Source: an optimization exercise on an open RTL-to-GDS flow (aim: small area, a short achievable clock period and few clock cycles). Production flows keep margins and buffers that such runs may drop.
Only simulation tests tie the RTL to the original design; equivalence was not proved.
Power is estimated from default activity; no workload was simulated.

## flow/design.v (module list and top-level ports; edited modules follow where they fit)
// module MulTree: 1584 lines
// module ALU: 37 lines
// module AddImm: 7 lines
// module BrCmp: 18 lines
// module RegRead: 23 lines
// module LMux: 8 lines
// module JSel: 10 lines
// module BrSel: 9 lines
// module CPU: 225 lines
module CPU(clk,reset,imem_addr,imem_rdata,dmem_addr,dmem_we,dmem_wdata,dmem_rdata);
  // ...
==> flow/flow/run.sh <==
#!/bin/bash
# Standard synthesis and layout (the standard.sh), with:
#  - repair_timing aimed at a short clock period: the setup margin asks every path for this
#    much slack at the design's period, so the resizer works on the paths that set the
#    period the layout achieves;
#  - sizing free to change a cell's footprint; port buffers start as buf_4;
#  - clock tree synthesis without dummy loads, with larger sink clusters;
#  - the repair after global routing on pessimistic wire parasitics (flow/grt_rc.tcl).
#  - the flops that drive output ports go next to their port buffers after global
#    placement (flow/out_flops.tcl).
# make's full output goes to make_finish.log here; each step's log is under orfs/logs/.
set -euo pipefail
bash standard.sh \
  PRE_GLOBAL_ROUTE_TCL="$PWD/flow/grt_rc.tcl" \
  POST_GLOBAL_PLACE_TCL="$PWD/flow/out_flops.tcl" \
  SETUP_SLACK_MARGIN=14.75 \
  MATCH_CELL_FOOTPRINT=0 \
  BUFFER_PORTS_ARGS="-buffer_cell sky130_fd_sc_hd__buf_4" \
  CTS_ARGS="-sink_clustering_enable -repair_clock_nets -dont_use_dummy_load -sink_clustering_size 25 -sink_clustering_max_diameter 70" \
  finish > make_finish.log 2>&1
==> flow/flow/grt_rc.tcl <==
# Sourced before global routing (PRE_GLOBAL_ROUTE_TCL): the repair after global routing sees
# wires 25% more resistive and capacitive than the platform's estimate, since the routed and
# extracted wires come out slower than that estimate.
set s 1.25
foreach {layer c r} {
  li1  1.499e-04   7.176e-02
  met1 1.72375E-04 8.929e-04
  met2 1.36233E-04 8.929e-04
  met3 2.14962E-04 1.567e-04
  met4 1.48128E-04 1.567e-04
  met5 1.54087E-04 1.781e-05
} {
  set_layer_rc -layer $layer -capacitance [expr {$c * $s}] -resistance [expr {$r * $s}]
}
set_wire_rc -signal -layer met1
set_wire_rc -clock -layer met3
==> flow/flow/out_flops.tcl <==
# Sourced after global placement (POST_GLOBAL_PLACE_TCL). Each output port is driven by a
# port buffer placed near its pin; the flop that drives that buffer is moved next to it, so
# the path from the flop to the pin is short. Detailed placement then legalizes.
set block [ord::get_db_block]
set moved 0
foreach bterm [$block getBTerms] {
  if {[$bterm getIoType] ne "OUTPUT"} { continue }
  set net [$bterm getNet]
  if {$net eq "NULL"} { continue }
  set buf ""
  foreach iterm [$net getITerms] {
    if {[$iterm isOutputSignal]} { set buf [$iterm getInst] }
  }
  if {$buf eq ""} { continue }
  set flop ""
  foreach iterm [$buf getITerms] {
    if {![$iterm isInputSignal]} { continue }
    set in_net [$iterm getNet]
    if {$in_net eq "NULL"} { continue }
    foreach it2 [$in_net getITerms] {
      if {[$it2 isOutputSignal]} {
        set m [[$it2 getInst] getMaster]
        if {[string match "sky130_fd_sc_hd__df*" [$m getName]]} { set flop [$it2 getInst] }
      }
    }
  }
  if {$flop eq ""} { continue }
  set loc [$buf getLocation]
  $flop setLocation [lindex $loc 0] [lindex $loc 1]
  incr moved
}
puts "out_flops.tcl: moved $moved flops next to their output buffers"
==> flow/standard.sh <==
#!/bin/bash
# synth_recipe.tcl (not shown) runs the flow's synth.tcl, then flattens the netlist and writes it again
# the make line also repeats each setting of config.mk as NAME=value (left out here)
make -C /OpenROAD-flow-scripts/flow DESIGN_CONFIG=/design/flow/config.mk WORK_HOME=/design/flow/orfs CLKGATE_MAP_FILE= SYNTH_SCRIPT=/design/flow/synth_recipe.tcl "${@:-finish}"
==> flow/config.mk <==
export PLATFORM = sky130hd
export DESIGN_NAME = CPU
export DESIGN_NICKNAME = CPU
export VERILOG_FILES = /design/flow/design.v
export SDC_FILE = /design/flow/constraint.sdc
export NUM_CORES = 8
export LEC_CHECK = 0
export CAP_MARGIN = 30
export CORE_MARGIN = 2
export CORE_UTILIZATION = 55
export PLACE_DENSITY = 0.7
export SETUP_SLACK_MARGIN = 0.4
export SLEW_MARGIN = 30
export SYNTH_HIERARCHICAL = 1
==> flow/constraint.sdc <==
create_clock -name core_clock -period 20.0 [get_ports {clk}]
set_input_delay 4.0000 -clock core_clock [delete_from_list [all_inputs] [get_ports {clk}]]
set_output_delay 4.0000 -clock core_clock [all_outputs]
set_load 0.01 [all_outputs]
==> results.cfg, run 1 <==
[setup_path]
r2r-start = rs_lo[7]$_SDFFCE_PN0N_
reg2reg_slack_ns = 14.81
crit_slowest_cell = dfxtp_4

[finish]
final_net_count = 8723
layout_commonest_cell = edfxtp_1
layout.clock.cell_area_share_pct = 2.560
seq_total_area_pct = 41.72
layout_common_cells = edfxtp_1, a22oi_1, nand2_1
layout.comb_gates.multi_input = 5410
antenna-diode-count = 33
final_util_pct = 60.80
multi_input_gate_share_of_the_layout_cell_area_pct = 45.65
nNonClkBuffers = 518

[clocking]
cts_post_setup_buffers_inserted = 35
htree_num_levels = 3
cts.reportedPaths.clkPinSlew_ns = 0.09
total_cts_buffers = 100

[sta]
finClkSkew_ns = 0.1490
fin_crit_ns = 5.299

[synth]
netlist_area_mm2 = 0.08918
ys_seq_area_share_pct = 45.45
yosys.area.top_type = edfxtp_1
synth_simple_gate_area_share_pct = 10.43
ys_types = 122
synth-compound-area-share_pct = 18.25
synth-seq-cells = 1457
synthMostInstantiatedCell = edfxtp_1

[global_route]
grtUsageMet2_pct = 68.02
globalRouteOverflowTotal = 0
grt.met3_usage_pct = 21.60

[worst_hold_path]
whs_endpoint = m_mul$_DFF_PP0_

[placed_design]
place.detailed.hpwl_um = 262100

[outcome]
outcome = timing/DRC/antenna clean

[power_and_ir_drop]
pwr-share-comb_pct = 49.7
comb-power_mw = 6.45
power.sequential.total_mw = 4.62
Testbench counts, summed over its fixed seeds: cycles 109,277.
==> run 2, diff against run 1 <==
--- a/flow/flow/run.sh
+++ b/flow/flow/run.sh
@@ -13,7 +13,7 @@
 bash standard.sh \
   PRE_GLOBAL_ROUTE_TCL="$PWD/flow/grt_rc.tcl" \
   POST_GLOBAL_PLACE_TCL="$PWD/flow/out_flops.tcl" \
-  SETUP_SLACK_MARGIN=14.75 \
+  SETUP_SLACK_MARGIN=14.8 \
   MATCH_CELL_FOOTPRINT=0 \
   BUFFER_PORTS_ARGS="-buffer_cell sky130_fd_sc_hd__buf_4" \
   CTS_ARGS="-sink_clustering_enable -repair_clock_nets -dont_use_dummy_load -sink_clustering_size 25 -sink_clustering_max_diameter 70" \
==> run 2 against run 1 <==
- total power grew 0.29%
- critical endpoint unchanged
- still clean
- sequential power about the same
- largest cell class unchanged
- synthesized area unchanged
- die area stayed put
- largest power group unchanged
- utilization rose by 0.17 points
- fmax is 0.15% higher
- clock skew grew 0.00094 ns
==> results.cfg, run 2 <==
[setup_path]
critPathBufInv = 1
path_cells = buf_6
crit_slowest_cell = dfxtp_4
critPathMaxFanout = 2
start_kind = register
worst-r2r-cell-count = 18
critical_path.top_delay_family = flip-flops
worstSetupPathType = reg -> out
worstSetupEndpointType = output port
critPathArrivalTime_ns = 1.29
worst_ep_required_time_ns = 16.00
path_depth = 1
delay_of_the_slowest_cell_on_the_worst_path_ns = 0.36

[detailed_routing]
route.final.wire_length_um = 409600
route.detailed.vias_per_inst = 7.598
met1Wirelength_um = 130700
ant_nets = 0
wl_per_cell_um = 40.16
remaining_drc_errors = 0
routed-wl-met3_um = 67260
met2_length_um = 166900
detailedRoute.firstPassIterationCount = 12
routed.top_layer = met5
detailroute.via_count = 77490
first_iter_violations = 15610

[sta]
finClkSkew_ns = 0.1499
finalHoldViolations = 0
tightestPinTransition_ns = 0.9970
fin_crit_ns = 5.291
grt_setup_unrepaired = true
worst_slew_margin_rel_pct = 33.09
finalWorstSetupSlack_ns = 14.71
final_min_period_over_clock_period_pct = 26.45
whs_ns = 0.4343
fmax_mhz = 189.0
setup_viol = 0
tns_ns = 0
maxSlewViolCount = 0

[clocking]
clock_latency_ns = 0.84
clk_path_buf_depth = 3
htree_num_levels = 3
ctsHoldBuffers = 0
cts.reportedPaths.clkPinSlew_ns = 0.09
clock-sinks = 1457
total_cts_buffers = 100
tritoncts_clock_tree = done
clk_root_buffer_cell = clkbuf_16

[finish]
largest_register_ff_count = 992
largest-register = rf
design_area_mm2 = 0.09801
final_net_count = 8723
layout_common_cells = edfxtp_1, a22oi_1, nand2_1
layout_commonest_cell = edfxtp_1
multi_input_area_mm2 = 0.04487
ff_latch_area_mm2 = 0.04078
syn_to_final_growth_pct = 9.904
layout-drive-gt1-share_pct = 15.46
fill_cells = 12820
finalNonFillerCells = 10200

[synth]
proportion_of_register_bits_with_asynchronous_set_or_reset_after_synthesis_pct = 3.294
synth-compound-area-share_pct = 18.25
synth.area.top_cells = edfxtp_1, fa_1, a22oi_1
synth_enable_flop_cells = 1111
ys_seq_area_share_pct = 45.45
synthMostInstantiatedCell = edfxtp_1
syn-mean-instance-area_um2 = 11.06
synth.mux.area_fraction_pct = 4.575
synth_warnings = 8
synth-adder-area-share_pct = 12.45
synth_xor_xnor_area_share_pct = 2.977
main_combinational_cell_family_by_area_after_synthesis = compound AO/OA/AOI/OAI gates
syn_inst = 8064
yosys.area.top_type = edfxtp_1
synth-seq-cells = 1457
synthFlopType = edfxtp_1
synth_top_area_share_pct = 37.41
synth_commonest_cells = edfxtp_1, a22oi_1, nand2_1
ys_types = 122
netlist_area_mm2 = 0.08918
synth_simple_gate_area_share_pct = 10.43

[floorplan]
starting_utilization_of_the_core_area_pct = 55.48
num_rows = 147
die-height_um = 406.7
boundary_pins = 163
core_mm2 = 0.1608
die_area_mm2 = 0.1654
die-width_um = 406.7

[placed_design]
place.detailed.hpwl_um = 262100
dp_cells = 9966
post_dp_cell_area_mm2 = 0.09219
setup_slack_at_placement_ns = 13.87
portBuffers = 160

[global_route]
grt_use_total_pct = 48.25
grt_first_pass_wirelength_um = 556400
largest_net_degree_at_the_start_of_global_routing = 72
first_global_vias = 74190
globalRouteOverflowTotal = 0
grt_antenna_before_repair = 42

[worst_hold_path]
timing.hold.worst.class = reg -> reg
worstHoldPathCells = 0

[outcome]
outcome = timing/DRC/antenna clean

[power_and_ir_drop]
power.density_cell_area_mw_per_mm2 = 132.8
vdd_ir_drop_max_uv = 101.7
power.static_leakage_nw = 34.60

[flow_run]
max_cap_violations = 0
run 2: where the power goes:
group          leakage [nW]  internal [mW]  total (mW)  switching, mW
sequential             13.5           4.21        4.62          0.413
combinational          19.9           1.96        6.49           4.52
clock                  1.23          0.877        1.90           1.03
run 2: worst paths after layout:
path	startpoint	slack, ns	end
setup / recovery	fpc[5]$_DFF_P_	14.71	imem_addr[5]
hold / removal	e_mul$_DFF_PP0_	0.43	m_mul$_DFF_PP0_
setup reg to reg	rs_lo[3]$_SDFFCE_PP0N_	14.89	fpc[6]$_DFF_P_
hold reg to reg	e_mul$_DFF_PP0_	0.43	m_mul$_DFF_PP0_
max in group asynchronous	reset	15.80	m_mul$_DFF_PP0_
min in group asynchronous	reset	3.66	skv$_DFFE_PP0P_
run 2: what timing repair did:
item	in CTS	in global routing
cloned	5	10
resized for setup	282	308
setup endpoints to repair	129	416
buffers inserted	42	46
pin swaps	7	33
run 2: cells by family after synthesis:
family | count (synthesis)
xor gates and xnor gates | 299
adders and majority gates | 640
buffers and inverters | 1201
other | 2
muxes | 323
AOI/OAI and AO/OA | 2218
DFF | 1457
and+or+nand+nor | 1924
run 2: per-module statistics from Yosys, one instance, submodules excluded, excerpt:
module | area [um2] | flip-flops and latches | cells inside
BrCmp | 1235 | 0 | 150
MulTree | 13380 | 0 | 1537
RegRead | 5776 | 0 | 812
CPU | 52550 | 1457 | 3424
ALU | 7440 | 0 | 984
run 2: layer usage:
| metal | GRT usage [%] | vias up |
|---|---|---|
| met5 | 2.706 | - |
| met4 | 39.94 | 40 |
| met3 | 20.93 | 2536 |
| met2 | 68.00 | 8159 |
| met1 | 56.56 | 37020 |
| li1 | - | 29730 |
run 2: metrics by stage:
stage | utilization, % | power [mW]
detailed placement | 57.35 | 10.27
global route | 60.94 | 14.09
floorplan | - | 7.790
global placement | 57.34 | 10.17
CTS | 59.70 | 12.30
finish | 60.97 | 13.01
run 2: area by class of cell:
| class | instances | area share [%] |
|---|---|---|
| Clock buffer | 100 | 2.553 |
| Multi-Input combinational cell | 5410 | 45.78 |
| Sequential cell | 1457 | 41.61 |
| Antenna cell | 23 | 0.05872 |
| Timing Repair Buffer | 518 | 5.210 |
| Tap cell | 2160 | 2.757 |
| Inverter | 530 | 2.035 |
==> module CPU, before the edit <==
module CPU(clk,reset,imem_addr,imem_rdata,dmem_addr,dmem_we,dmem_wdata,dmem_rdata);
	input clk,reset;
	output [31:0] imem_addr;
	input  [31:0] imem_rdata;
	output [31:0] dmem_addr;
	output dmem_we;
	output [31:0] dmem_wdata;
	input  [31:0] dmem_rdata;
	reg [31:2] fpc;         
	reg        f2v;         
	reg [31:0] sk;          
	reg        skv;
	reg [31:0] ir;          
	reg        irv;
	reg [31:2] ipc4;        
	reg        jdone;       
	reg [7:0]  rs_lo, rt_lo;  
	reg [3:0]  rs_hi, rt_hi;  
	reg [31:0] opa, opb;    
	reg [4:0]  e_dst;       
	reg        e_ld, e_mul;
	reg        e_sub;       
	reg [7:0]  e_sel;
	reg        e_left, e_sra;
	reg [31:0] m_res;       
	reg [31:0] m_s, m_c, m_d;  
	reg [4:0]  m_dst;
	reg        m_ld, m_mul;
	reg [31:0] daddr, dwdata;
	reg        dwe;
	reg [31:0] rf [1:31];
	reg [31:1] rfv;         
	assign imem_addr  = {fpc, 2'b00};
	assign dmem_addr  = daddr;
	assign dmem_we    = dwe;
	assign dmem_wdata = dwdata;
	wire [5:0] op = ir[31:26];
	wire [4:0] rs = ir[25:21];
	wire [4:0] rt = ir[20:16];
	wire [4:0] rd = ir[15:11];
	wire [5:0] fn = ir[5:0];
	wire [15:0] imm = ir[15:0];
	wire c_mem   = op[5];                                   
	wire c_sw    = op[5] & op[3];
	wire c_lw    = op[5] & ~op[3];
	wire c_mul   = ~op[5] & op[4];                           
	wire c_imm   = ~op[5] & ~op[4] & op[3];                  
	wire c_br    = ~op[5] & ~op[4] & ~op[3] & op[2];         
	wire c_j     = ~op[5] & ~op[4] & ~op[3] & ~op[2] & op[1];  
	wire c_r     = op == 6'd0;
	wire c_jr    = c_r & ~fn[5] & fn[3];                     
	wire c_shift = c_r & ~fn[5] & ~fn[3];
	wire c_alur  = c_r & fn[5];                              
	wire c_lui   = c_imm & op[2] & op[1];                    
	wire c_link  = (c_j & op[0]) | (c_jr & fn[0]);            
	wire [4:0] dst = (c_r | c_mul) ? ((c_jr & ~fn[0]) ? 5'd0 : rd) :
	                 (c_imm | c_lw) ? rt :
	                 (c_j & op[0]) ? 5'd31 : 5'd0;
	wire use_rs  = ~c_j & ~c_lui;
	wire use_rt  = c_r | c_mul | c_br | c_sw;
	wire c_bj    = c_br | c_jr;      
	wire [3:0] afn = c_alur ? fn[3:0] : {1'b0, op[2:0]};
	wire a_arith = c_alur | c_imm;                   
	wire d_sub  = c_alur & (fn[3:1] == 3'b001 | fn[3:1] == 3'b101) |
	              c_imm & (op[2:1] == 2'b01);         
	wire d_slt  = a_arith & (c_alur ? fn[3:0] == 4'ha : op[2:0] == 3'h2);
	wire d_sltu = a_arith & (c_alur ? fn[3:0] == 4'hb : op[2:0] == 3'h3);
	wire d_and  = a_arith & (c_alur ? fn[3:0] == 4'h4 : op[2:0] == 3'h4);
	wire d_or   = c_alur & (fn[3:0] == 4'h5);
	wire d_xor  = c_alur & (fn[3:0] == 4'h6);
	wire d_nor  = c_alur & (fn[3:0] == 4'h7);
	wire d_shl  = c_shift;
	wire d_sum  = ~(d_slt | d_sltu | d_and | d_or | d_xor | d_nor | d_shl);
	wire [32*31-1:0] rf_flat;
	genvar q;
	generate for (q = 1; q < 32; q = q + 1) begin : rff
		assign rf_flat[32*q-1 -: 32] = rf[q];
	end endgenerate
	wire [31:0] rs_rf, rt_rf;
	RegRead read_rs(.lo(rs_lo), .hi(rs_hi), .rf(rf_flat), .rfv(rfv), .q(rs_rf));
	RegRead read_rt(.lo(rt_lo), .hi(rt_hi), .rf(rf_flat), .rfv(rfv), .q(rt_rf));
	wire [31:0] m_prod = m_s + m_c + m_d;
	wire [31:0] m_alu = m_mul ? m_prod : m_res;
	wire [31:0] m_out;
	assign m_out = m_ld ? dmem_rdata : m_alu;
	wire [31:0] e_out;
	wire rs_e = (rs != 5'd0) & (rs == e_dst);
	wire rt_e = (rt != 5'd0) & (rt == e_dst);
	wire rs_m = (rs != 5'd0) & (rs == m_dst);
	wire rt_m = (rt != 5'd0) & (rt == m_dst);
	wire e_late = e_ld | e_mul;
	wire m_late = m_ld | m_mul;
	wire [31:0] rs_early = rs_m ? m_res : rs_rf;                 
	wire [31:0] rt_early = rt_m ? m_res : rt_rf;
	wire [31:0] rs_mid = rs_e ? e_out : rs_early;                
	wire rs_ld = ~rs_e & rs_m & m_ld;
	wire rt_ld = ~rt_e & rt_m & m_ld;
	wire [31:0] rs_nold = rs_m ? m_alu : rs_rf;
	wire [31:0] rt_nold = rt_m ? m_alu : rt_rf;
	wire stall = irv & ((use_rs & rs_e & (e_late | c_mem)) |
	                    (c_br & (rs_e | rt_e) & ~e_sel[0]) |
	                    (use_rt & rt_e & e_late) |
	                    ((c_mem | c_bj) & rs_m & m_late) |
	                    (c_br & rt_m & m_late));
	wire br_taken;
	BrCmp brcmp(.e_sum(e_sum), .rs_early(rs_early), .rt_early(rt_early), .rs_e(rs_e), .rt_e(rt_e),
	            .bt(op[1:0]), .taken(br_taken));
	wire [31:2] br_tgt = ipc4 + {{14{imm[15]}}, imm};
	wire [31:0] agu_sum;
	AddImm #(32) agu(.a(rs_early), .imm(imm), .s(agu_sum));
	wire [31:0] e_sum;
	ALU alu(.opa(opa), .opb(opb), .sub(e_sub), .sel(e_sel), .left(e_left), .sra(e_sra), .out(e_out),
	        .sum_out(e_sum));
	wire [31:0] mt_s, mt_c, mt_d;
	MulTree mul_tree(.a(opa), .b(opb), .s(mt_s), .c(mt_c), .d(mt_d));
	wire d_free  = ~irv | ~stall;                  
	wire d_go    = irv & ~stall;                    
	wire d_gobr  = d_go & c_br;
	wire d_jump  = d_go & (c_jr | (c_j & ~jdone));  
	wire [31:2] d_jtgt = c_jr ? rs_mid[31:2] : {ipc4[31:28], ir[25:0]};
	wire aw_j    = ~(imem_rdata[31] | imem_rdata[30] | imem_rdata[29] | imem_rdata[28]) & imem_rdata[27];
	wire f2ok    = f2v & d_free & ~skv;              
	wire f2j     = f2ok & aw_j;
	wire hold    = ~d_free & (skv | f2v);
	wire [31:2] fpc_rest = reset ? 30'd1 : d_jump ? d_jtgt : hold ? fpc : fpc + 30'd1;
	wire [31:2] fpc_nb, fpc_next;
	wire f2j_ok = f2ok & ~d_jump & ~reset;
	JSel #(15) fpc_j_lo(.op(imem_rdata[31:27]), .ok(f2j_ok), .a(imem_rdata[14:0]), .b(fpc_rest[16:2]), .y(fpc_nb[16:2]));
	JSel #(15) fpc_j_hi(.op(imem_rdata[31:27]), .ok(f2j_ok), .a({fpc[31:28], imem_rdata[25:15]}), .b(fpc_rest[31:17]), .y(fpc_nb[31:17]));
	wire nb_redir = d_jump | f2j | hold;            
	wire br_redir = d_gobr & br_taken;
	BrSel #(15) fpc_br_lo(.taken(br_taken), .go(d_gobr), .a(br_tgt[16:2]), .b(fpc_nb[16:2]), .y(fpc_next[16:2]));
	BrSel #(15) fpc_br_hi(.taken(br_taken), .go(d_gobr), .a(br_tgt[31:17]), .b(fpc_nb[31:17]), .y(fpc_next[31:17]));
	always @(posedge clk) fpc <= fpc_next;
	always @(posedge clk or posedge reset) begin
		if (reset) begin
			f2v <= 1'b1;
			skv <= 1'b0;
			irv <= 1'b0;
		end else begin
			f2v <= ~(br_redir | nb_redir);
			if (br_redir | d_jump) begin
				irv <= 1'b0;
				skv <= 1'b0;
			end else if (d_free) begin
				irv <= skv | f2v;
				skv <= 1'b0;
			end else if (f2v & ~skv) begin
				skv <= 1'b1;
			end
		end
	end
	wire [31:0] ir_next = skv ? sk : imem_rdata;
	always @(posedge clk) begin
		if (d_free) begin
			ir    <= ir_next;
			ipc4  <= fpc;
			jdone <= f2j;
			rs_lo <= 8'd1 << ir_next[23:21];
			rs_hi <= 4'd1 << ir_next[25:24];
			rt_lo <= 8'd1 << ir_next[18:16];
			rt_hi <= 4'd1 << ir_next[20:19];
		end
		if (~d_free & ~skv) sk <= imem_rdata;
	end
	wire a_const = c_link | c_shift | c_lui;
	wire b_const = c_link | c_imm;
	wire [4:0] rot_amt = fn[1] ? ir[10:6] : 5'd0 - ir[10:6];
	wire [31:0] a_fix = c_link ? {ipc4, 2'b00} : c_shift ? {22'd0, ir[10:6], rot_amt} : 32'd0;
	wire [31:0] b_fix = c_link ? 32'd0 : c_lui ? {imm, 16'd0} :
	                    (op[2:0] == 3'h4) ? {16'd0, imm} : {{16{imm[15]}}, imm};
	wire [31:0] opa_e, opa_next, opb_e, opb_next, dwdata_e, dwdata_next;
	assign opa_e = (~a_const & rs_e) ? e_out : a_const ? a_fix : rs_nold;
	assign opa_next = (~a_const & rs_ld) ? dmem_rdata : opa_e;
	assign opb_e = (~b_const & rt_e) ? e_out : b_const ? b_fix : rt_nold;
	assign opb_next = (~b_const & rt_ld) ? dmem_rdata : opb_e;
	assign dwdata_e = rt_e ? e_out : rt_nold;
	assign dwdata_next = rt_ld ? dmem_rdata : dwdata_e;
	always @(posedge clk or posedge reset) begin
		if (reset) begin
			e_dst <= 5'd0;
			e_ld  <= 1'b0;
			e_mul <= 1'b0;
		end else begin
			e_dst <= d_go ? dst : 5'd0;
			e_ld  <= d_go & c_lw;
			e_mul <= d_go & c_mul;
		end
	end
	always @(posedge clk) dwe <= ~reset & d_go & c_sw;
	always @(posedge clk) begin
		e_sub  <= d_sub;
		e_sel  <= {d_shl, d_nor, d_xor, d_or, d_and, d_sltu, d_slt, d_sum};
		e_left <= ~fn[1];
		e_sra  <= fn[0];
		opa    <= opa_next;
		opb    <= opb_next;
		daddr  <= agu_sum;
		dwdata <= dwdata_next;
	end
	always @(posedge clk or posedge reset) begin
		if (reset) begin
			m_dst <= 5'd0;
			m_ld  <= 1'b0;
			m_mul <= 1'b0;
		end else begin
			m_dst <= e_dst;
			m_ld  <= e_ld;
			m_mul <= e_mul;
		end
	end
	always @(posedge clk) begin
		m_res <= e_out;
		m_s   <= mt_s;
		m_c   <= mt_c;
		m_d   <= mt_d;
	end
	always @(posedge clk or posedge reset) begin
		if (reset) rfv <= 31'd0;
		else if (m_dst != 5'd0) rfv[m_dst] <= 1'b1;
	end
	always @(posedge clk) begin
		if (m_dst != 5'd0) rf[m_dst] <= m_out;
	end
endmodule
==> run 3, diff against run 2 <==
--- a/flow/design.v
+++ b/flow/design.v
@@ -1825,8 +1825,8 @@
 	JSel #(15) fpc_j_hi(.op(imem_rdata[31:27]), .ok(f2j_ok), .a({fpc[31:28], imem_rdata[25:15]}), .b(fpc_rest[31:17]), .y(fpc_nb[31:17]));
 	wire nb_redir = d_jump | f2j | hold;            
 	wire br_redir = d_gobr & br_taken;
-	BrSel #(15) fpc_br_lo(.taken(br_taken), .go(d_gobr), .a(br_tgt[16:2]), .b(fpc_nb[16:2]), .y(fpc_next[16:2]));
-	BrSel #(15) fpc_br_hi(.taken(br_taken), .go(d_gobr), .a(br_tgt[31:17]), .b(fpc_nb[31:17]), .y(fpc_next[31:17]));
+	BrSel #(15) fpc_br_lo(.taken(br_taken), .go(d_gobr & ~reset), .a(br_tgt[16:2]), .b(fpc_nb[16:2]), .y(fpc_next[16:2]));
+	BrSel #(15) fpc_br_hi(.taken(br_taken), .go(d_gobr & ~reset), .a(br_tgt[31:17]), .b(fpc_nb[31:17]), .y(fpc_next[31:17]));
 	always @(posedge clk) fpc <= fpc_next;
 	always @(posedge clk or posedge reset) begin
 		if (reset) begin
--- a/flow/flow/run.sh
+++ b/flow/flow/run.sh
@@ -8,6 +8,8 @@
 #  - the repair after global routing on pessimistic wire parasitics (flow/grt_rc.tcl).
 #  - the flops that drive output ports go next to their port buffers after global
 #    placement (flow/out_flops.tcl).
+#  - no repair_timing right after clock tree synthesis: the repair after global routing,
+#    on routed wire estimates, does it once.
 # make's full output goes to make_finish.log here; each step's log is under orfs/logs/.
 set -euo pipefail
 bash standard.sh \
@@ -15,6 +17,7 @@
   POST_GLOBAL_PLACE_TCL="$PWD/flow/out_flops.tcl" \
   SETUP_SLACK_MARGIN=14.8 \
   MATCH_CELL_FOOTPRINT=0 \
+  SKIP_CTS_REPAIR_TIMING=1 \
   BUFFER_PORTS_ARGS="-buffer_cell sky130_fd_sc_hd__buf_4" \
   CTS_ARGS="-sink_clustering_enable -repair_clock_nets -dont_use_dummy_load -sink_clustering_size 25 -sink_clustering_max_diameter 70" \
   finish > make_finish.log 2>&1
==> run 3 against run 2 <==
- still clean
- first-iteration DRC count down 0.12%
- via count down 0.64%
- cell count down 0.12%
- sequential power down 2%
- non-clock buffer count down 8
- sequential cell count unchanged
- critical path type unchanged
- largest cell class unchanged
- largest power group unchanged
==> results.cfg, run 3 <==
[outcome]
outcome = timing/DRC/antenna clean

[global_route]
grt_use_total_pct = 45.61
grt_antenna_before_repair = 43
first_global_vias = 71980
grt_first_pass_wirelength_um = 530300
largest_net_degree_at_the_start_of_global_routing = 74
globalRouteOverflowTotal = 0

[clocking]
clk_path_buf_depth = 3
total_cts_buffers = 94
cts.reportedPaths.clkPinSlew_ns = 0.10
clock-sinks = 1457
htree_num_levels = 3
tritoncts_clock_tree = done
clk_root_buffer_cell = clkbuf_16
clock_latency_ns = 0.84

[setup_path]
reg2reg_slack_ns = 14.97
critPathBufInv = 1
timing.critical_path.to = imem_addr[25]
r2r-start = rs_lo[5]$_SDFFCE_PN0N_
worst-r2r-cell-count = 14
path_depth = 1
cp_startpoint = fpc[25]$_DFF_P_
critPathMaxFanout = 6
critical_path.top_delay_family = flip-flops
worst_r2r_endpoint = daddr[30]$_DFF_P_
critPathArrivalTime_ns = 1.29
delay_of_the_slowest_cell_on_the_worst_path_ns = 0.40
worstSetupPathType = reg -> out
worst_ep_required_time_ns = 16.00
path_cells = buf_6
start_kind = register
crit_slowest_cell = dfxtp_4
worstSetupEndpointType = output port

[synth]
synth_warnings = 8
synth_commonest_cells = edfxtp_1, a22oi_1, nand2_1
proportion_of_register_bits_with_asynchronous_set_or_reset_after_synthesis_pct = 3.294
synth_top_area_share_pct = 37.43
synthFlopType = edfxtp_1
netlist_area_mm2 = 0.08913
synth_enable_flop_cells = 1111
synth-seq-cells = 1457
yosys.area.top_type = edfxtp_1
syn_inst = 8064
ys_seq_area_share_pct = 45.47
ys_types = 117
synth.area.top_cells = edfxtp_1, fa_1, a22oi_1
syn-mean-instance-area_um2 = 11.05
synthMostInstantiatedCell = edfxtp_1

[floorplan]
core_mm2 = 0.1608
die-width_um = 406.6
die_area_mm2 = 0.1653
die-height_um = 406.6
starting_utilization_of_the_core_area_pct = 55.45
boundary_pins = 163
num_rows = 147

[sta]
maxSlewViolCount = 0
finalHoldViolations = 0
grt_setup_unrepaired = true
tns_ns = 0
fin_crit_ns = 5.286
fmax_mhz = 189.2
final_min_period_over_clock_period_pct = 26.43
worst_slew_margin_rel_pct = 32.10
tightestPinTransition_ns = 1.014
finClkSkew_ns = 0.1604
setup_viol = 0

[placed_design]
place.detailed.hpwl_um = 255000
portBuffers = 160
post_dp_cell_area_mm2 = 0.09208

[detailed_routing]
remaining_drc_errors = 0
route.final.wire_length_um = 392800
ant_nets = 0
route.detailed.vias_per_inst = 7.559
detailedRoute.firstPassIterationCount = 12
detailroute.via_count = 76990
first_iter_violations = 15590
wl_per_cell_um = 38.56

[finish]
layout_common_cells = edfxtp_1, a22oi_1, nand2_1
fill_cells = 12860
largest-register = rf
design_area_mm2 = 0.09850
syn_to_final_growth_pct = 10.51
layout-drive-gt1-share_pct = 16.51
layout_commonest_cell = edfxtp_1
final_net_count = 8711
largest_register_ff_count = 992

[flow_run]
max_cap_violations = 0

[worst_hold_path]
timing.hold.worst.class = reg -> reg

[power_and_ir_drop]
power.density_cell_area_mw_per_mm2 = 125.8
vdd_ir_drop_max_uv = 138.8
power.static_leakage_nw = 34.89
[run 3: cell count changes in the layout (fill, tap and decap cells not counted), sizes merged, moves of 15 or more]
cell / change
a22oi: +17
nor3: -23
a211oi: -41
o21ai: +38
a21oi: +15
o22ai: +21
a21o: +21
o21bai: -32
a221o: +20
nor2: -23
[run 3: power breakdown]
| part | internal, mW | total [mW] | switching (mW) | leakage (nW) |
|---|---|---|---|---|
| Sequential | 4.08 | 4.54 | 0.462 | 13.5 |
| Combinational | 1.90 | 6.01 | 4.10 | 20.2 |
| Clock | 0.827 | 1.84 | 1.01 | 1.16 |
| Total | 6.81 | 12.4 | 5.58 | 34.9 |
[run 3: routing by layer]
layer	wire [um]	vias up	GRT usage, %
met5	526	-	1.338
met4	37640	36	33.49
met3	63850	2231	18.74
met2	163200	7686	65.36
met1	127600	37320	55.05
li1	-	29720	-
[run 3: layout make-up]
cell class | instances | area [um2] | share of cell area [%]
timing repair buffer | 510 | 5004 | 5.080
clock buffer | 94 | 2352 | 2.388
inverter | 535 | 2012 | 2.043
multi-input combinational | 5407 | 45580 | 46.27
antenna | 23 | 57.56 | 0.05843
tap | 2160 | 2703 | 2.744
sequential | 1457 | 40790 | 41.41
[run 3: per-module statistics from Yosys (local to each module, per instance), a selection]
| module | copies in the design | flops+latches | cells inside |
|---|---|---|---|
| ALU | 1 | 0 | 967 |
| BrCmp | 1 | 0 | 150 |
| CPU | 1 | 1457 | 3441 |
| MulTree | 1 | 0 | 1537 |
| RegRead | 2 | 0 | 812 |
[run 3: metrics by stage]
stage / hold slack [ns] / power (mW) / cells / utilization [%] / setup slack, ns
final: 0.4326 / 12.39 / 10190 / 61.27 / 14.71
after global routing: 0.4737 / 13.39 / 10170 / 61.24 / 14.62
after CTS: 0.4266 / 11.47 / 10040 / 58.74 / 13.95
after detailed placement: 0.3517 / 9.678 / 9945 / 57.28 / 13.80
after global placement: 0.3494 / 9.582 / 9941 / 57.22 / 13.68
after floorplan: 0.3461 / 7.416 / 8067 / - / 13.70
[run 3: how the worst min path moves through the flow]
stage,startpoint,to,slack [ns],cells after the start
2_1_floorplan,e_ld$_DFF_PP0_,m_ld$_DFF_PP0_,0.35,0
3_3_place_gp,e_ld$_DFF_PP0_,m_ld$_DFF_PP0_,0.35,0
3_5_place_dp,e_ld$_DFF_PP0_,m_ld$_DFF_PP0_,0.35,0
4_1_cts,e_dst[3]$_DFF_PP0_,m_dst[3]$_DFF_PP0_,0.43,0
5_1_grt,e_dst[3]$_DFF_PP0_,m_dst[3]$_DFF_PP0_,0.47,0
6_report,e_dst[3]$_DFF_PP0_,m_dst[3]$_DFF_PP0_,0.43,0
[run 3: logic make-up after synthesis]
group	share of synthesized area, %
mux	4.597
flops	45.47
xor+xnor	3.038
fa+ha+maj	12.45
compound gates	18.55
buf+inv	5.871
other cells	0.008426
simple gates	10.01
[run 3: worst reg2reg max path: cells and delay by family, from the launching register on]
kind | cells | cell delay [ns]
buf+inv | 1 | 0.27
simple gates | 6 | 1.86
fa+ha+maj | 1 | 0.53
flops | 1 | 0.41
compound gates | 6 | 1.83
Testbench counts of run 3, summed over its fixed seeds: cycles 109,277.
==> run 4, diff against run 3 <==
--- a/flow/flow/run.sh
+++ b/flow/flow/run.sh
@@ -8,8 +8,6 @@
 #  - the repair after global routing on pessimistic wire parasitics (flow/grt_rc.tcl).
 #  - the flops that drive output ports go next to their port buffers after global
 #    placement (flow/out_flops.tcl).
-#  - no repair_timing right after clock tree synthesis: the repair after global routing,
-#    on routed wire estimates, does it once.
 # make's full output goes to make_finish.log here; each step's log is under orfs/logs/.
 set -euo pipefail
 bash standard.sh \
@@ -17,7 +15,6 @@
   POST_GLOBAL_PLACE_TCL="$PWD/flow/out_flops.tcl" \
   SETUP_SLACK_MARGIN=14.8 \
   MATCH_CELL_FOOTPRINT=0 \
-  SKIP_CTS_REPAIR_TIMING=1 \
   BUFFER_PORTS_ARGS="-buffer_cell sky130_fd_sc_hd__buf_4" \
   CTS_ARGS="-sink_clustering_enable -repair_clock_nets -dont_use_dummy_load -sink_clustering_size 25 -sink_clustering_max_diameter 70" \
   finish > make_finish.log 2>&1
==> run 4 against run 3 <==
- clock power about the same
- largest cell class unchanged
- synthesized area unchanged
- count of clock-buffer cells in the layout unchanged
- first-iteration DRC count down 1.8%
- setup slack better by 0.048 ns
- sequential share of layout area down 0.087 points
- critical path depth unchanged
- global-route usage up 0.29 points
- cell count up 0.18%
- sequential power about the same
- via count about the same
- still clean on timing, DRC and antenna
- wire length about the same
==> results.cfg, run 4 <==
[worst_hold_path]
timing.hold.worst.class = reg -> reg

[flow_run]
max_cap_violations = 0

[power_and_ir_drop]
seq_power_share_pct = 36.6
swShare_pct = 45.07
power.static_leakage_nw = 34.97
pwr-share-comb_pct = 48.7
p_int_mw = 6.823
power.density_cell_area_mw_per_mm2 = 125.9
power_share_of_the_clock_group_pct = 14.8
vdd_ir_drop_max_uv = 104.4
switching_power_mw = 5.598

[finish]
ff_latch_area_mm2 = 0.04079
finalNonFillerCells = 10200
layout_common_cells = edfxtp_1, a22oi_1, nand2_1
final_net_count = 8724
syn_to_final_growth_pct = 10.72
layout-drive-gt1-share_pct = 16.64
layout_commonest_cell = edfxtp_1
fill_cells = 12830
multi_input_area_mm2 = 0.04565
largest_register_ff_count = 992
largest-register = rf

[floorplan]
die-width_um = 406.6
die_area_mm2 = 0.1653
num_rows = 147
boundary_pins = 163
starting_utilization_of_the_core_area_pct = 55.45
die-height_um = 406.6
core_mm2 = 0.1608

[synth]
syn-mean-instance-area_um2 = 11.05
proportion_of_register_bits_with_asynchronous_set_or_reset_after_synthesis_pct = 3.294
synth.area.top_cells = edfxtp_1, fa_1, a22oi_1
synth_enable_flop_cells = 1111
synthMostInstantiatedCell = edfxtp_1
synth-seq-cells = 1457
ys_types = 117
yosys.area.top_type = edfxtp_1
synth_top_area_share_pct = 37.43
syn_inst = 8064
netlist_area_mm2 = 0.08913
synth_commonest_cells = edfxtp_1, a22oi_1, nand2_1
synthFlopType = edfxtp_1
ys_seq_area_share_pct = 45.47
synth_warnings = 8

[sta]
maxSlewViolCount = 0
fmax_mhz = 190.9
worst_slew_margin_rel_pct = 26.48
fin_crit_ns = 5.238
tns_ns = 0
final_min_period_over_clock_period_pct = 26.19
whs_ns = 0.4347
setup_viol = 0
finClkSkew_ns = 0.1558
grt_setup_unrepaired = true
tightestPinTransition_ns = 1.097
finalHoldViolations = 0

[detailed_routing]
route.detailed.vias_per_inst = 7.542
detailroute.via_count = 76960
remaining_drc_errors = 0
route.final.wire_length_um = 393000
wl_per_cell_um = 38.52
ant_nets = 0
detailedRoute.firstPassIterationCount = 10
first_iter_violations = 15310

[global_route]
globalRouteOverflowTotal = 0
grt_first_pass_wirelength_um = 533600
grt_use_total_pct = 45.90
first_global_vias = 72440
largest_net_degree_at_the_start_of_global_routing = 74
grt_antenna_before_repair = 36

[setup_path]
critPathMaxFanout = 2
critPathArrivalTime_ns = 1.24
crit_slowest_cell = dfxtp_4
worst_ep_required_time_ns = 16.00
worstSetupEndpointType = output port
critical_path.top_delay_family = flip-flops
start_kind = register
worstSetupPathType = reg -> out
path_cells = buf_6
delay_of_the_slowest_cell_on_the_worst_path_ns = 0.35
critPathBufInv = 1

[clocking]
tritoncts_clock_tree = done
clk_path_buf_depth = 3
ctsHoldBuffers = 0
clk_root_buffer_cell = clkbuf_16
htree_num_levels = 3
total_cts_buffers = 94
clock-sinks = 1457
cts.reportedPaths.clkPinSlew_ns = 0.09
clock_latency_ns = 0.82

[placed_design]
place.detailed.hpwl_um = 255000
portBuffers = 160
dp_cells = 9945

[outcome]
outcome = timing/DRC/antenna clean
==> run 4: per-module statistics from Yosys (local to each module, per instance), excerpt <==
module | copies in the design | cells
RegRead | 2 | 812
CPU | 1 | 3441
BrCmp | 1 | 150
ALU | 1 | 967
MulTree | 1 | 1537
==> run 4: area by class of cell <==
type	count	share of cell area, %
clock buffers	94	2.383
multi-input cells	5409	46.25
flip-flops and latches	1457	41.33
well taps	2160	2.738
diodes	28	0.07100
repair buffers	521	5.190
inverters	535	2.039
==> run 4: power by group through the flow <==
stage / Combinational (mW) / Sequential (mW) / Clock, mW
floorplan: 3.02 / 4.40 / 0
global placement: 5.04 / 4.55 / 0
detailed placement: 5.14 / 4.54 / 0
CTS: 5.34 / 4.48 / 1.82
global route: 6.75 / 4.62 / 2.05
finish: 6.04 / 4.54 / 1.84
==> run 4: kinds of logic (layout without fill, tap and decap cells) <==
family / after synthesis / count (layout) / share of synthesized area (%)
fa+ha+maj: 640 / 640 / 12.45
flops: 1457 / 1457 / 45.47
other cells: 2 / 33 / 0.008426
simple gates: 1856 / 1860 / 10.01
buf+inv: 1206 / 1150 / 5.871
mux: 325 / 326 / 4.597
compound gates: 2273 / 2273 / 18.55
xor+xnor: 305 / 305 / 3.038
==> run 4: final timing paths <==
check	startpoint	cells after the start	slack, ns	endpoint
max in group asynchronous	reset	3	15.99	m_ld$_DFF_PP0_
min in group asynchronous	reset	3	3.53	e_ld$_DFF_PP0_
max reg2reg	rs_lo[5]$_SDFFCE_PN0N_	14	15.00	daddr[30]$_DFF_P_
min	e_dst[3]$_DFF_PP0_	0	0.43	m_dst[3]$_DFF_PP0_
max	fpc[27]$_DFF_P_	1	14.76	imem_addr[27]
min reg2reg	e_dst[3]$_DFF_PP0_	0	0.43	m_dst[3]$_DFF_PP0_
==> run 4: per-layer routing <==
| metal | global-route usage, % | wire length, um | vias to the layer above |
|---|---|---|---|
| met2 | 65.83 | 162000 | 7793 |
| met1 | 55.21 | 127000 | 37140 |
| li1 | - | - | 29790 |
| met5 | 1.606 | 476 | - |
| met3 | 19.10 | 64910 | 2200 |
| met4 | 33.62 | 38620 | 34 |
==> run 4: stage by stage <==
step           power [mW]  instance area [um2]  utilization (%)  worst slack, ns
2_1_floorplan       7.416                89230                -            13.70
3_3_place_gp        9.582                91980            57.22            13.68
3_5_place_dp        9.678                92080            57.28            13.80
4_1_cts             11.65                95520            59.42            14.74
5_1_grt             13.42                98640            61.36            14.67
6_report            12.42                98690            61.39            14.76
==> run 4: what timing repair did <==
item                       CTS  global route
cloned                       2            11
buffers inserted            35            79
gates resized for setup    265           480
pin swaps                    5            68
setup endpoints to repair  151           542
==> run 5, diff against run 4 <==
--- a/flow/flow/run.sh
+++ b/flow/flow/run.sh
@@ -16,5 +16,5 @@
   SETUP_SLACK_MARGIN=14.8 \
   MATCH_CELL_FOOTPRINT=0 \
   BUFFER_PORTS_ARGS="-buffer_cell sky130_fd_sc_hd__buf_4" \
-  CTS_ARGS="-sink_clustering_enable -repair_clock_nets -dont_use_dummy_load -sink_clustering_size 25 -sink_clustering_max_diameter 70" \
+  CTS_ARGS="-sink_clustering_enable -repair_clock_nets -dont_use_dummy_load -sink_clustering_size 20 -sink_clustering_max_diameter 70" \
   finish > make_finish.log 2>&1
==> run 5 against run 4 <==
- critical path type unchanged
- via count up 0.35%
- register-to-register slack is essentially flat
- largest cell class unchanged
- sequential power about the same
- largest power group unchanged
- synthesized cell count did not move
==> results.cfg, run 5 <==
[setup_path]
worst_ep_required_time_ns = 16.00
critPathMaxFanout = 1
timing.critical_path.to = dmem_wdata[24]
delay_of_the_slowest_cell_on_the_worst_path_ns = 0.33
worst_r2r_endpoint = fpc[16]$_DFF_P_
critPathArrivalTime_ns = 1.27
path_cells = buf_6
r2r-start = e_sub$_DFF_P_
critPathBufInv = 1
worstSetupPathType = reg -> out
path_depth = 1
worst-r2r-cell-count = 22
reg2reg_slack_ns = 15.01
worstSetupEndpointType = output port
cp_startpoint = dwdata[24]$_DFF_P_
critical_path.top_delay_family = flip-flops
crit_slowest_cell = dfxtp_2
start_kind = register

[sta]
fmax_mhz = 189.8
final_min_period_over_clock_period_pct = 26.35
finalHoldViolations = 0
finClkSkew_ns = 0.1707
fin_crit_ns = 5.270
tightestPinTransition_ns = 1.052
setup_viol = 0
tns_ns = 0
whs_ns = 0.3691
finalWorstSetupSlack_ns = 14.73
grt_setup_unrepaired = true
maxSlewViolCount = 0
worst_slew_margin_rel_pct = 29.57

[floorplan]
die-height_um = 406.6
core_mm2 = 0.1608
boundary_pins = 163
die-width_um = 406.6
num_rows = 147
die_area_mm2 = 0.1653
starting_utilization_of_the_core_area_pct = 55.45

[synth]
synth_enable_flop_cells = 1111
synth_top_area_share_pct = 37.43
syn-mean-instance-area_um2 = 11.05
ys_seq_area_share_pct = 45.47
synth-seq-cells = 1457
yosys.area.top_type = edfxtp_1
synthMostInstantiatedCell = edfxtp_1
synth.area.top_cells = edfxtp_1, fa_1, a22oi_1
ys_types = 117
proportion_of_register_bits_with_asynchronous_set_or_reset_after_synthesis_pct = 3.294
netlist_area_mm2 = 0.08913
syn_inst = 8064
synth_warnings = 8
synthFlopType = edfxtp_1
synth_commonest_cells = edfxtp_1, a22oi_1, nand2_1

[power_and_ir_drop]
vdd_ir_drop_max_uv = 101.6
power.density_cell_area_mw_per_mm2 = 126.8
power.static_leakage_nw = 35.05

[detailed_routing]
wl_per_cell_um = 38.67
remaining_drc_errors = 0
route.detailed.vias_per_inst = 7.567
detailroute.via_count = 77230
first_iter_violations = 15670
ant_nets = 0
detailedRoute.firstPassIterationCount = 10
route.final.wire_length_um = 394600

[clocking]
clk_path_buf_depth = 3
htree_num_levels = 3
total_cts_buffers = 98
ctsHoldBuffers = 0
clk_root_buffer_cell = clkbuf_16
clock_latency_ns = 0.83
tritoncts_clock_tree = done
clock-sinks = 1457
cts.reportedPaths.clkPinSlew_ns = 0.08

[flow_run]
max_cap_violations = 0

[finish]
final_net_count = 8723
syn_to_final_growth_pct = 10.98
layout_common_cells = edfxtp_1, a22oi_1, nand2_1
largest-register = rf
layout_commonest_cell = edfxtp_1
layout-drive-gt1-share_pct = 16.79
largest_register_ff_count = 992
design_area_mm2 = 0.09892

[placed_design]
setup_slack_at_placement_ns = 13.80
portBuffers = 160
post_dp_cell_area_mm2 = 0.09208
place.detailed.hpwl_um = 255000

[global_route]
grt_antenna_before_repair = 49
globalRouteOverflowTotal = 0
first_global_vias = 72320
grt_use_total_pct = 46.01
largest_net_degree_at_the_start_of_global_routing = 74
grt_first_pass_wirelength_um = 534700

[outcome]
outcome = timing/DRC/antenna clean

[worst_hold_path]
timing.hold.worst.class = reg -> reg
run 5: layer usage:
metal  wire [um]  GRT usage, %  part of all wire, %
met1      126300         55.28                   32
met2      162500         65.99                   41
met3       66740         19.29                   17
met4       38740         33.76                  9.8
met5         344        0.9218                0.087
run 5: power breakdown:
part           total (mW)  internal [mW]  leakage [nW]  switching, mW
clock                1.88          0.861          1.21           1.02
combinational        6.12           1.96          20.3           4.16
sequential           4.54           4.08          13.5          0.459
total                12.5           6.90          35.0           5.64
run 5: layout make-up:
cell class                      count  area, um2
Multi-Input combinational cell   5409      45710
Sequential cell                  1457      40790
Clock buffer                       98       2452
Inverter                          535       2012
Fill cell                       12820      61830
Tap cell                         2160       2703
Timing Repair Buffer              516       5182
Antenna cell                       31      77.57
run 5: how the worst min path moves through the flow:
stage                              start              to  slack [ns]  cells after the start
after floorplan           e_ld$_DFF_PP0_  m_ld$_DFF_PP0_        0.35                      0
after global placement    e_ld$_DFF_PP0_  m_ld$_DFF_PP0_        0.35                      0
after global routing      e_ld$_DFF_PP0_  m_ld$_DFF_PP0_        0.39                      0
after CTS                 e_ld$_DFF_PP0_  m_ld$_DFF_PP0_        0.37                      0
after detailed placement  e_ld$_DFF_PP0_  m_ld$_DFF_PP0_        0.35                      0
final                     e_ld$_DFF_PP0_  m_ld$_DFF_PP0_        0.37                      0
run 5: what timing repair did:
| action | CTS | global route |
|---|---|---|
| setup endpoints to repair | 156 | 453 |
| resized for setup | 263 | 495 |
| cloned | 2 | 12 |
| pin swaps | 4 | 74 |
| setup buffers | 35 | 75 |
run 5: metrics by stage:
step                utilization, %  total power [mW]  cells
finish                       61.54             12.54  10210
global route                 61.50             13.55  10180
detailed placement           57.28             9.678   9945
global placement             57.22             9.582   9941
CTS                          59.47             11.68  10080
floorplan                        -             7.416   8067
run 5: cells by family after synthesis:
| group | synth area share, % |
|---|---|
| flip-flops | 45.47 |
| multiplexers | 4.597 |
| AO/OA/AOI/OAI | 18.55 |
| adder cells (fa/ha/maj) | 12.45 |
| other | 0.008426 |
| XOR/XNOR | 3.038 |
| buffers and inverters | 5.871 |
| AND/OR/NAND/NOR | 10.01 |
run 5: per-module statistics from Yosys, one instance, submodules excluded, excerpt:
module	cell area [um2]	cells	times used
MulTree	13390	1537	1
ALU	7108	967	1
RegRead	5776	812	2
BrCmp	1235	150	1
CPU	52830	3441	1
==> run 6, diff against run 5 <==
--- a/flow/design.v
+++ b/flow/design.v
@@ -1702,13 +1702,13 @@
 	output dmem_we;
 	output [31:0] dmem_wdata;
 	input  [31:0] dmem_rdata;
-	reg [31:2] fpc;         
+	reg [31:0] fpc;         
 	reg        f2v;         
 	reg [31:0] sk;          
 	reg        skv;
 	reg [31:0] ir;          
 	reg        irv;
-	reg [31:2] ipc4;        
+	reg [31:0] ipc4;        
 	reg        jdone;       
 	reg [7:0]  rs_lo, rt_lo;  
 	reg [3:0]  rs_hi, rt_hi;  
@@ -1726,7 +1726,7 @@
 	reg        dwe;
 	reg [31:0] rf [1:31];
 	reg [31:1] rfv;         
-	assign imem_addr  = {fpc, 2'b00};
+	assign imem_addr  = fpc;
 	assign dmem_addr  = daddr;
 	assign dmem_we    = dwe;
 	assign dmem_wdata = dwdata;
@@ -1801,7 +1801,7 @@
 	wire br_taken;
 	BrCmp brcmp(.e_sum(e_sum), .rs_early(rs_early), .rt_early(rt_early), .rs_e(rs_e), .rt_e(rt_e),
 	            .bt(op[1:0]), .taken(br_taken));
-	wire [31:2] br_tgt = ipc4 + {{14{imm[15]}}, imm};
+	wire [31:0] br_tgt = {ipc4[31:2] + {{14{imm[15]}}, imm}, ipc4[1:0]};
 	wire [31:0] agu_sum;
 	AddImm #(32) agu(.a(rs_early), .imm(imm), .s(agu_sum));
 	wire [31:0] e_sum;
@@ -1813,20 +1813,20 @@
 	wire d_go    = irv & ~stall;                    
 	wire d_gobr  = d_go & c_br;
 	wire d_jump  = d_go & (c_jr | (c_j & ~jdone));  
-	wire [31:2] d_jtgt = c_jr ? rs_mid[31:2] : {ipc4[31:28], ir[25:0]};
+	wire [31:0] d_jtgt = c_jr ? rs_mid : {ipc4[31:28], ir[25:0], 2'b00};
 	wire aw_j    = ~(imem_rdata[31] | imem_rdata[30] | imem_rdata[29] | imem_rdata[28]) & imem_rdata[27];
 	wire f2ok    = f2v & d_free & ~skv;              
 	wire f2j     = f2ok & aw_j;
 	wire hold    = ~d_free & (skv | f2v);
-	wire [31:2] fpc_rest = reset ? 30'd1 : d_jump ? d_jtgt : hold ? fpc : fpc + 30'd1;
-	wire [31:2] fpc_nb, fpc_next;
+	wire [31:0] fpc_rest = reset ? 32'd4 : d_jump ? d_jtgt : hold ? fpc : {fpc[31:2] + 30'd1, fpc[1:0]};
+	wire [31:0] fpc_nb, fpc_next;
 	wire f2j_ok = f2ok & ~d_jump & ~reset;
-	JSel #(15) fpc_j_lo(.op(imem_rdata[31:27]), .ok(f2j_ok), .a(imem_rdata[14:0]), .b(fpc_rest[16:2]), .y(fpc_nb[16:2]));
-	JSel #(15) fpc_j_hi(.op(imem_rdata[31:27]), .ok(f2j_ok), .a({fpc[31:28], imem_rdata[25:15]}), .b(fpc_rest[31:17]), .y(fpc_nb[31:17]));
+	JSel #(16) fpc_j_lo(.op(imem_rdata[31:27]), .ok(f2j_ok), .a({imem_rdata[13:0], 2'b00}), .b(fpc_rest[15:0]), .y(fpc_nb[15:0]));
+	JSel #(16) fpc_j_hi(.op(imem_rdata[31:27]), .ok(f2j_ok), .a({fpc[31:28], imem_rdata[25:14]}), .b(fpc_rest[31:16]), .y(fpc_nb[31:16]));
 	wire nb_redir = d_jump | f2j | hold;            
 	wire br_redir = d_gobr & br_taken;
-	BrSel #(15) fpc_br_lo(.taken(br_taken), .go(d_gobr & ~reset), .a(br_tgt[16:2]), .b(fpc_nb[16:2]), .y(fpc_next[16:2]));
-	BrSel #(15) fpc_br_hi(.taken(br_taken), .go(d_gobr & ~reset), .a(br_tgt[31:17]), .b(fpc_nb[31:17]), .y(fpc_next[31:17]));
+	BrSel #(16) fpc_br_lo(.taken(br_taken), .go(d_gobr & ~reset), .a(br_tgt[15:0]), .b(fpc_nb[15:0]), .y(fpc_next[15:0]));
+	BrSel #(16) fpc_br_hi(.taken(br_taken), .go(d_gobr & ~reset), .a(br_tgt[31:16]), .b(fpc_nb[31:16]), .y(fpc_next[31:16]));
 	always @(posedge clk) fpc <= fpc_next;
 	always @(posedge clk or posedge reset) begin
 		if (reset) begin
@@ -1862,7 +1862,7 @@
 	wire a_const = c_link | c_shift | c_lui;
 	wire b_const = c_link | c_imm;
 	wire [4:0] rot_amt = fn[1] ? ir[10:6] : 5'd0 - ir[10:6];
-	wire [31:0] a_fix = c_link ? {ipc4, 2'b00} : c_shift ? {22'd0, ir[10:6], rot_amt} : 32'd0;
+	wire [31:0] a_fix = c_link ? ipc4 : c_shift ? {22'd0, ir[10:6], rot_amt} : 32'd0;
 	wire [31:0] b_fix = c_link ? 32'd0 : c_lui ? {imm, 16'd0} :
 	                    (op[2:0] == 3'h4) ? {16'd0, imm} : {{16{imm[15]}}, imm};
 	wire [31:0] opa_e, opa_next, opb_e, opb_next, dwdata_e, dwdata_next;
--- a/flow/flow/run.sh
+++ b/flow/flow/run.sh
@@ -16,5 +16,5 @@
   SETUP_SLACK_MARGIN=14.8 \
   MATCH_CELL_FOOTPRINT=0 \
   BUFFER_PORTS_ARGS="-buffer_cell sky130_fd_sc_hd__buf_4" \
-  CTS_ARGS="-sink_clustering_enable -repair_clock_nets -dont_use_dummy_load -sink_clustering_size 20 -sink_clustering_max_diameter 70" \
+  CTS_ARGS="-sink_clustering_enable -repair_clock_nets -dont_use_dummy_load -sink_clustering_size 25 -sink_clustering_max_diameter 70" \
   finish > make_finish.log 2>&1
==> run 6 against run 5 <==
- wire length is 2.2% higher
- final area is 0.90% lower
- register-to-register slack worse by 0.03 ns
==> results.cfg, run 6 <==
[synth]
synth.mux.area_fraction_pct = 4.229
synth-adder-area-share_pct = 12.43
synthFlopType = edfxtp_1
ys_types = 115
synth_simple_gate_area_share_pct = 10.43
syn-mean-instance-area_um2 = 11.02
ys_seq_area_share_pct = 45.51
synth_xor_xnor_area_share_pct = 2.946
proportion_of_register_bits_with_asynchronous_set_or_reset_after_synthesis_pct = 3.285
synth_commonest_cells = edfxtp_1, a22oi_1, nand2_1
synth.area.top_cells = edfxtp_1, fa_1, a22oi_1
syn_inst = 8102
synthMostInstantiatedCell = edfxtp_1
synth-seq-cells = 1461
synth_top_area_share_pct = 37.44
netlist_area_mm2 = 0.08927
synth_enable_flop_cells = 1113
synth_warnings = 8
synth-compound-area-share_pct = 18.54
main_combinational_cell_family_by_area_after_synthesis = compound AO/OA/AOI/OAI gates
yosys.area.top_type = edfxtp_1

[detailed_routing]
route.final.wire_length_um = 403400
routed-wl-met3_um = 66770
met2_length_um = 166400
first_iter_violations = 15330
route.detailed.vias_per_inst = 7.571
remaining_drc_errors = 0
detailedRoute.firstPassIterationCount = 12
routed.top_layer = met5
ant_nets = 0
detailroute.via_count = 77430
wl_per_cell_um = 39.45
met1Wirelength_um = 129000

[placed_design]
post_dp_cell_area_mm2 = 0.09206
setup_slack_at_placement_ns = 13.94
portBuffers = 162
place.detailed.hpwl_um = 256500
dp_cells = 9976

[floorplan]
starting_utilization_of_the_core_area_pct = 55.47
die-height_um = 406.9
die-width_um = 406.9
num_rows = 147
core_mm2 = 0.1609
die_area_mm2 = 0.1655
boundary_pins = 163

[clocking]
clk_root_buffer_cell = clkbuf_16
clock-sinks = 1461
clk_path_buf_depth = 3
clock_latency_ns = 0.82
total_cts_buffers = 98
htree_num_levels = 3
tritoncts_clock_tree = done
cts.reportedPaths.clkPinSlew_ns = 0.08
ctsHoldBuffers = 0

[power_and_ir_drop]
total_power_mw = 12.44
vdd_ir_drop_max_uv = 118.5
power.density_cell_area_mw_per_mm2 = 126.9
power.static_leakage_nw = 34.56

[setup_path]
critPathBufInv = 2
critical_path.top_delay_family = flip-flops
r2r-start = rs_lo[5]$_SDFFCE_PN0N_
start_kind = register
worst_ep_required_time_ns = 16.00
path_cells = buf_12, buf_6
critPathArrivalTime_ns = 1.37
worstSetupPathType = reg -> out
cp_startpoint = fpc[4]$_DFF_P_
crit_slowest_cell = dfxtp_4
critPathMaxFanout = 2
worstSetupEndpointType = output port
delay_of_the_slowest_cell_on_the_worst_path_ns = 0.36

[global_route]
largest_net_degree_at_the_start_of_global_routing = 61
first_global_vias = 73230
grt_use_total_pct = 47.52
grt_first_pass_wirelength_um = 548900
grt_antenna_before_repair = 52
globalRouteOverflowTotal = 0

[sta]
finClkSkew_ns = 0.09240
setup_viol = 0
finalHoldViolations = 0
whs_ns = 0.3937
maxSlewViolCount = 0
tightestPinTransition_ns = 1.273
tns_ns = 0
grt_setup_unrepaired = true
fmax_mhz = 186.3
finalWorstSetupSlack_ns = 14.63
fin_crit_ns = 5.367
worst_slew_margin_rel_pct = 15.13
final_min_period_over_clock_period_pct = 26.84

[finish]
layout_common_cells = edfxtp_1, a22oi_1, nand2_1
final_util_pct = 60.91
finalNonFillerCells = 10230
largest-register = rf
syn_to_final_growth_pct = 9.808
fill_cells = 12880
multi_input_area_mm2 = 0.04490
layout_commonest_cell = edfxtp_1
largest_register_ff_count = 992
ff_latch_area_mm2 = 0.04088
layout-drive-gt1-share_pct = 15.38
design_area_mm2 = 0.09803
final_net_count = 8745

[flow_run]
max_cap_violations = 0

[outcome]
outcome = timing/DRC/antenna clean

[worst_hold_path]
min-delay-start = e_mul$_DFF_PP0_
timing.hold.worst.class = reg -> reg
run 6: changes by cell type after synthesis, moves of 10 or more:
cell      previous run  this run
a211oi_1            49        65
buf_2               82        92
nand4_1             40        61
xnor2_1            213       186
xor2_1              88       108
a21o_1              75        56
mux2i_1            150       120
o22ai_1             39        12
nor3_1              53        68
nor2_1             326       337
nand2_1            805       828
o21ai_0            221       211
o21bai_1            15        43
run 6: layout make-up:
type	instances	share of cell area, %
Tap cell	2160	2.757
Clock buffer	98	2.502
Sequential cell	1461	41.70
Inverter	531	2.033
Antenna cell	30	0.07658
Timing Repair Buffer	511	5.123
Multi-Input combinational cell	5436	45.81
run 6: path summary, 6_finish.rpt:
| kind | endpoint | slack, ns | cells past startpoint |
|---|---|---|---|
| max in group asynchronous | rfv[26]$_DFFE_PP0P_ | 15.89 | 3 |
| min in group asynchronous | skv$_DFFE_PP0P_ | 3.33 | 2 |
| hold reg to reg | m_mul$_DFF_PP0_ | 0.39 | 0 |
| setup / recovery | imem_addr[4] | 14.63 | 2 |
| hold / removal | m_mul$_DFF_PP0_ | 0.39 | 0 |
| setup reg to reg | daddr[26]$_DFF_P_ | 14.98 | 16 |
run 6: worst reg2reg max path, cell delays in order, from the launching register on:
cell and delay [ns]:
edfxtp_1 0.49, and2_1 0.18, buf_4 0.35, a22oi_1 0.34, a41oi_1 0.18, or4_4 0.67, nand2_1 0.11, nand2_2 0.19
ha_1 0.33, fa_1 0.43, a21o_1 0.26, a311oi_2 0.36, or4_4 0.22, a2111oi_4 0.06, buf_4 0.17, or4_1 0.50
nand3_1 0.11
run 6: logic make-up after synthesis:
family / Yosys count
multiplexers: 293
other: 2
flip-flops: 1461
buffers and inverters: 1211
AND/OR/NAND/NOR: 1930
AO/OA/AOI/OAI: 2268
XOR/XNOR: 297
adder cells (fa/ha/maj): 640
run 6: where the power goes:
part	switching (mW)	internal [mW]
logic	4.15	1.85
registers	0.433	4.13
clock network	1.02	0.860
run 6: routing by layer:
layer | up-vias | global-route usage (%)
met3 | 2377 | 20.80
met2 | 7716 | 67.38
li1 | 29890 | -
met4 | 46 | 37.98
met5 | - | 1.189
met1 | 37400 | 55.89
run 6: timing repair:
| action | 4_1_cts | 5_1_grt |
|---|---|---|
| resized for setup | 283 | 315 |
| setup buffers | 38 | 61 |
| cloned | 7 | 8 |
| endpoints found under the hold margin | 0 | 0 |
| endpoints found under the setup margin | 127 | 231 |
| pin swaps | 2 | 31 |
run 6: modules after synthesis, one instance, submodules excluded, excerpt:
| module | cells | copies in the design | flip-flops and latches | area (um2) |
|---|---|---|---|---|
| ALU | 967 | 1 | 0 | 7108 |
| BrCmp | 150 | 1 | 0 | 1235 |
| CPU | 3475 | 1 | 1461 | 52930 |
| MulTree | 1537 | 1 | 0 | 13380 |
| RegRead | 812 | 2 | 0 | 5776 |
Testbench counts of run 6, summed over its fixed seeds: cycles 109,277.

what the ideal ports hide:
Ports are ideal in the flow. The routed layouts listed here were re-timed in OpenROAD. Step 1 sets driving cells, clkbuf_16 on the clock port and buf_2 on the other inputs (assumed; they add their load-dependent delay and slew). Step 2 moves the port delays by t, midway between the first and last clock arrival at a register: inputs arrive t later, outputs are due t later. That takes back most of the time a late clock gives input paths. Three values: ideal, step 1, step 2; two values: the first two.
run | t (ns) | setup WS [ns] | worst setup path after step 2 | slew at the worst register clock pin (ns) | pins driven straight from the clock port
run 1 | 0.863 | 14.701 / 14.600 / 14.088 | input to register | 0.10 / 0.10 | 1
run 2 | 0.851 | 14.709 / 14.619 / 14.078 | input to register | 0.10 / 0.10 | 1
run 3 | 0.842 | 14.714 / 14.628 / 14.095 | input to register | 0.10 / 0.10 | 1
run 4 | 0.828 | 14.762 / 14.672 / 14.064 | input to register | 0.10 / 0.10 | 1
run 5 | 0.836 | 14.730 / 14.642 / 14.106 | input to register | 0.09 / 0.09 | 1
run 6 | 0.858 | 14.633 / 14.546 / 14.103 | input to register | 0.10 / 0.10 | 1
After both steps setup and hold are still met in every run listed. The setup slack of run 4, which loses most, moves by -0.090 ns with the drivers and by -0.698 ns with both steps.
